Source: an optimization exercise on an open RTL-to-GDS flow (aim: small area and a short achievable clock period). Production flows keep margins and buffers that such runs may drop. At most, simulation tests tie the RTL to the original design; equivalence was not proved. The clock port is modelled as an ideal driver; clocking choices that lean on that would not hold on a real chip.

## alpha
==> module spi_slave, before the edit <==
module spi_slave (sclk, rst_n, ss_n, MOSI, col, MISO, hi, lo, wen, wbit);
   localparam int DATA_SIZE = 8;
localparam int INST_SIZE = 16;
localparam int MEM_DEPTH = 128;
  input                  sclk, rst_n;
  input                  ss_n;
  input                  MOSI;
  input  [DATA_SIZE-1:0] col;
  output reg             MISO;
  output reg [15:0]      hi;
  output reg [7:0]       lo;
  output                 wen;
  output                 wbit;
  reg       act;    
  reg [4:0] cnt;    
  reg       isw;    
  reg [DATA_SIZE-1:0] sr;      
  reg [DATA_SIZE-1:0] wd;      
  reg [3:0]           wcnt;    
  reg [2:0]           ph;      
  reg [DATA_SIZE-1:0] rd;      
  always @(posedge sclk) begin
    sr <= {sr[DATA_SIZE-2:0], MOSI};
    ph <= ph + 3'd1;
    rd <= col;
    if (act && cnt == 5'd8) begin
      hi <= 16'd1 << sr[6:3];
      lo <= 8'd1 << sr[2:0];
    end
    if (act && cnt == 5'd16 && isw) begin
      wd   <= sr;
      wcnt <= 4'd8;
    end
    else if (wcnt != 4'd0)
      wcnt <= wcnt - 4'd1;
  end
  assign wen  = (wcnt != 4'd0);
  assign wbit = wd[ph];
  wire [2:0] tap = cnt[2:0] - 3'd1 - ph;
  always @(posedge sclk or negedge rst_n) begin
    if (!rst_n) begin
      act  <= 1'b0;
      cnt  <= 5'd0;
      isw  <= 1'b0;
      MISO <= 1'b0;
    end
    else if (!act) begin
      MISO <= 1'b0;
      cnt  <= 5'd0;
      if (!ss_n)
        act <= 1'b1;
    end
    else begin
      if (ss_n)
        act <= 1'b0;
      if (cnt != 5'd31)
        cnt <= cnt + 5'd1;
      if (cnt == 5'd0)
        isw <= MOSI;
      if (!isw && cnt >= 5'd10 && cnt <= 5'd17)
        MISO <= rd[tap];
    end
  end
endmodule
==> module ram, before the edit <==
module ram (clk, hi, lo, wen, wbit, col);
   localparam int DATA_SIZE = 8;
localparam int INST_SIZE = 16;
localparam int MEM_DEPTH = 128;
  input                  clk;
  input  [15:0]          hi;
  input  [7:0]           lo;
  input                  wen;    
  input                  wbit;   
  output [DATA_SIZE-1:0] col;    
  wire [DATA_SIZE-1:0] part [0:MEM_DEPTH-1];
  genvar r;
  generate
    for (r = 0; r < MEM_DEPTH; r = r + 1) begin : g
      reg [DATA_SIZE-1:0] q;
      wire sel = hi[r / 8] & lo[r % 8];
      always @(posedge clk)
        q <= {(sel & wen) ? wbit : q[0], q[DATA_SIZE-1:1]};
      assign part[r] = q & {DATA_SIZE{sel}};
    end
  endgenerate
  reg [DATA_SIZE-1:0] acc;
  integer i;
  always @(*) begin
    acc = {DATA_SIZE{1'b0}};
    for (i = 0; i < MEM_DEPTH; i = i + 1)
      acc = acc | part[i];
  end
  assign col = acc;
endmodule
==> module wrapper, before the edit <==
module wrapper(sclk,rst_n,ss_n,MOSI,MISO);
   localparam int DATA_SIZE = 8;
localparam int INST_SIZE = 16;
localparam int MEM_DEPTH = 128;
  input sclk, rst_n;
  input ss_n;
  input MOSI;
  output MISO;
  wire [15:0]          hi;
  wire [7:0]           lo;
  wire                 wen, wbit;
  wire [DATA_SIZE-1:0] col;
  spi_slave dut1(sclk,rst_n,ss_n,MOSI,col,MISO,hi,lo,wen,wbit);
  ram dut2(sclk,hi,lo,wen,wbit,col);
endmodule
clock: 7.0 ns
lec_check: 0
abc_clock_period_in_ps: 2500
cap_margin: 20
core_margin: 2
core_utilization: 70
place_density: 0.75
setup_slack_margin: 4.5
slew_margin: 20
standard.sh (not shown) runs the stock make flow with config.mk's settings and CLKGATE_MAP_FILE= SYNTH_SCRIPT=/design/flow/synth_recipe.tcl, a recipe that flattens the netlist after the stock synthesis.
==> flow/flow/run.sh <==
#!/bin/bash
# Standard layout, with clock tree synthesis told to build larger sink
# clusters and to add no dummy loads.
set -euo pipefail
export CTS_ARGS="-sink_clustering_enable -repair_clock_nets -dont_use_dummy_load -sink_clustering_size 30 -sink_clustering_max_diameter 80"
bash standard.sh > standard.log 2>&1
Input changes introduced in beta (baseline for comparison: alpha):
diff --git a/flow/design.v b/flow/design.v
--- a/flow/design.v
+++ b/flow/design.v
@@ -1,18 +1,19 @@
 localparam int DATA_SIZE = 8;
 localparam int INST_SIZE = 16;
 localparam int MEM_DEPTH = 128;
-module spi_slave (sclk, rst_n, ss_n, MOSI, col, MISO, hi, lo, wen, wbit);
+module spi_slave (sclk, rst_n, ss_n, MOSI, col, MISO, pa, pb, pc, wen, wbit);
    localparam int DATA_SIZE = 8;
 localparam int INST_SIZE = 16;
 localparam int MEM_DEPTH = 128;
   input                  sclk, rst_n;
   input                  ss_n;
   input                  MOSI;
   input  [DATA_SIZE-1:0] col;
   output reg             MISO;
-  output reg [15:0]      hi;
-  output reg [7:0]       lo;
+  output reg [3:0]       pa;     
+  output reg [7:0]       pb;     
+  output reg [3:0]       pc;     
   output                 wen;
   output                 wbit;
   reg       act;    
   reg [4:0] cnt;    
@@ -26,10 +27,11 @@
     sr <= {sr[DATA_SIZE-2:0], MOSI};
     ph <= ph + 3'd1;
     rd <= col;
     if (act && cnt == 5'd8) begin
-      hi <= 16'd1 << sr[6:3];
-      lo <= 8'd1 << sr[2:0];
+      pa <= 4'd1 << sr[6:5];
+      pb <= 8'd1 << sr[4:2];
+      pc <= 4'd1 << sr[1:0];
     end
     if (act && cnt == 5'd16 && isw) begin
       wd   <= sr;
       wcnt <= 4'd8;
@@ -64,24 +66,25 @@
         MISO <= rd[tap];
     end
   end
 endmodule
-module ram (clk, hi, lo, wen, wbit, col);
+module ram (clk, pa, pb, pc, wen, wbit, col);
    localparam int DATA_SIZE = 8;
 localparam int INST_SIZE = 16;
 localparam int MEM_DEPTH = 128;
   input                  clk;
-  input  [15:0]          hi;
-  input  [7:0]           lo;
+  input  [3:0]           pa;     
+  input  [7:0]           pb;     
+  input  [3:0]           pc;     
   input                  wen;    
   input                  wbit;   
   output [DATA_SIZE-1:0] col;    
   wire [DATA_SIZE-1:0] part [0:MEM_DEPTH-1];
   genvar r;
   generate
     for (r = 0; r < MEM_DEPTH; r = r + 1) begin : g
       reg [DATA_SIZE-1:0] q;
-      wire sel = hi[r / 8] & lo[r % 8];
+      wire sel = pa[r / 32] & pb[(r / 4) % 8] & pc[r % 4];
       always @(posedge clk)
         q <= {(sel & wen) ? wbit : q[0], q[DATA_SIZE-1:1]};
       assign part[r] = q & {DATA_SIZE{sel}};
     end
@@ -102,11 +105,11 @@
   input sclk, rst_n;
   input ss_n;
   input MOSI;
   output MISO;
-  wire [15:0]          hi;
-  wire [7:0]           lo;
+  wire [3:0]           pa, pc;
+  wire [7:0]           pb;
   wire                 wen, wbit;
   wire [DATA_SIZE-1:0] col;
-  spi_slave dut1(sclk,rst_n,ss_n,MOSI,col,MISO,hi,lo,wen,wbit);
-  ram dut2(sclk,hi,lo,wen,wbit,col);
+  spi_slave dut1(sclk,rst_n,ss_n,MOSI,col,MISO,pa,pb,pc,wen,wbit);
+  ram dut2(sclk,pa,pb,pc,wen,wbit,col);
 endmodule
Results
- beta: full flow OK, the timing, design-rule and antenna checks passed
- Share of the cycle needed by the critical path after routing: beta vs alpha up 2.0 points
- Looking at critical path's slowest cell, the or4_1 result is from beta; the a222oi_1 one comes from alpha.
- Looking at via count, beta sits 6.6% above alpha.
- Count of non-filler cells in the finished layout went up by a few percent going from alpha to beta.
- Taking alpha as the reference, in beta complex-gate fraction of the synthesized area has decreased; final design area excluding fillers rose by about 3.5%; sequential standard cell area saw a decrease; post-detailed-route wirelength per cell went up.
No functional check of the RTL was part of beta.

-- what the ideal ports hide --
No port has a modelled driver above. Below, the same layouts with a new extraction and two added sets of constraints. Step 1 (the two cells are an assumption about what drives the block):
set clk [get_ports {sclk}]
set_driving_cell -lib_cell sky130_fd_sc_hd__clkbuf_16 $clk
set_driving_cell -lib_cell sky130_fd_sc_hd__buf_2 [delete_from_list [all_inputs] $clk]
Step 2 adds t to the input delays and takes it off the output delays; t is the mean of the earliest and latest rising clock arrival at the registers after step 1. Input paths then give back, and output paths get back, about the clock's delay inside the block. Three values: ideal, step 1, step 2; two values: the first two.
run | shift t [ns] | setup slack, ns | slew at the worst register clock pin (ns)
alpha | 0.650 | 4.420 / 4.400 / 4.420 | 0.11 / 0.11
beta | 0.670 | 4.278 / 4.278 / 4.278 | 0.12 / 0.12
After both steps every run listed still meets setup and hold.
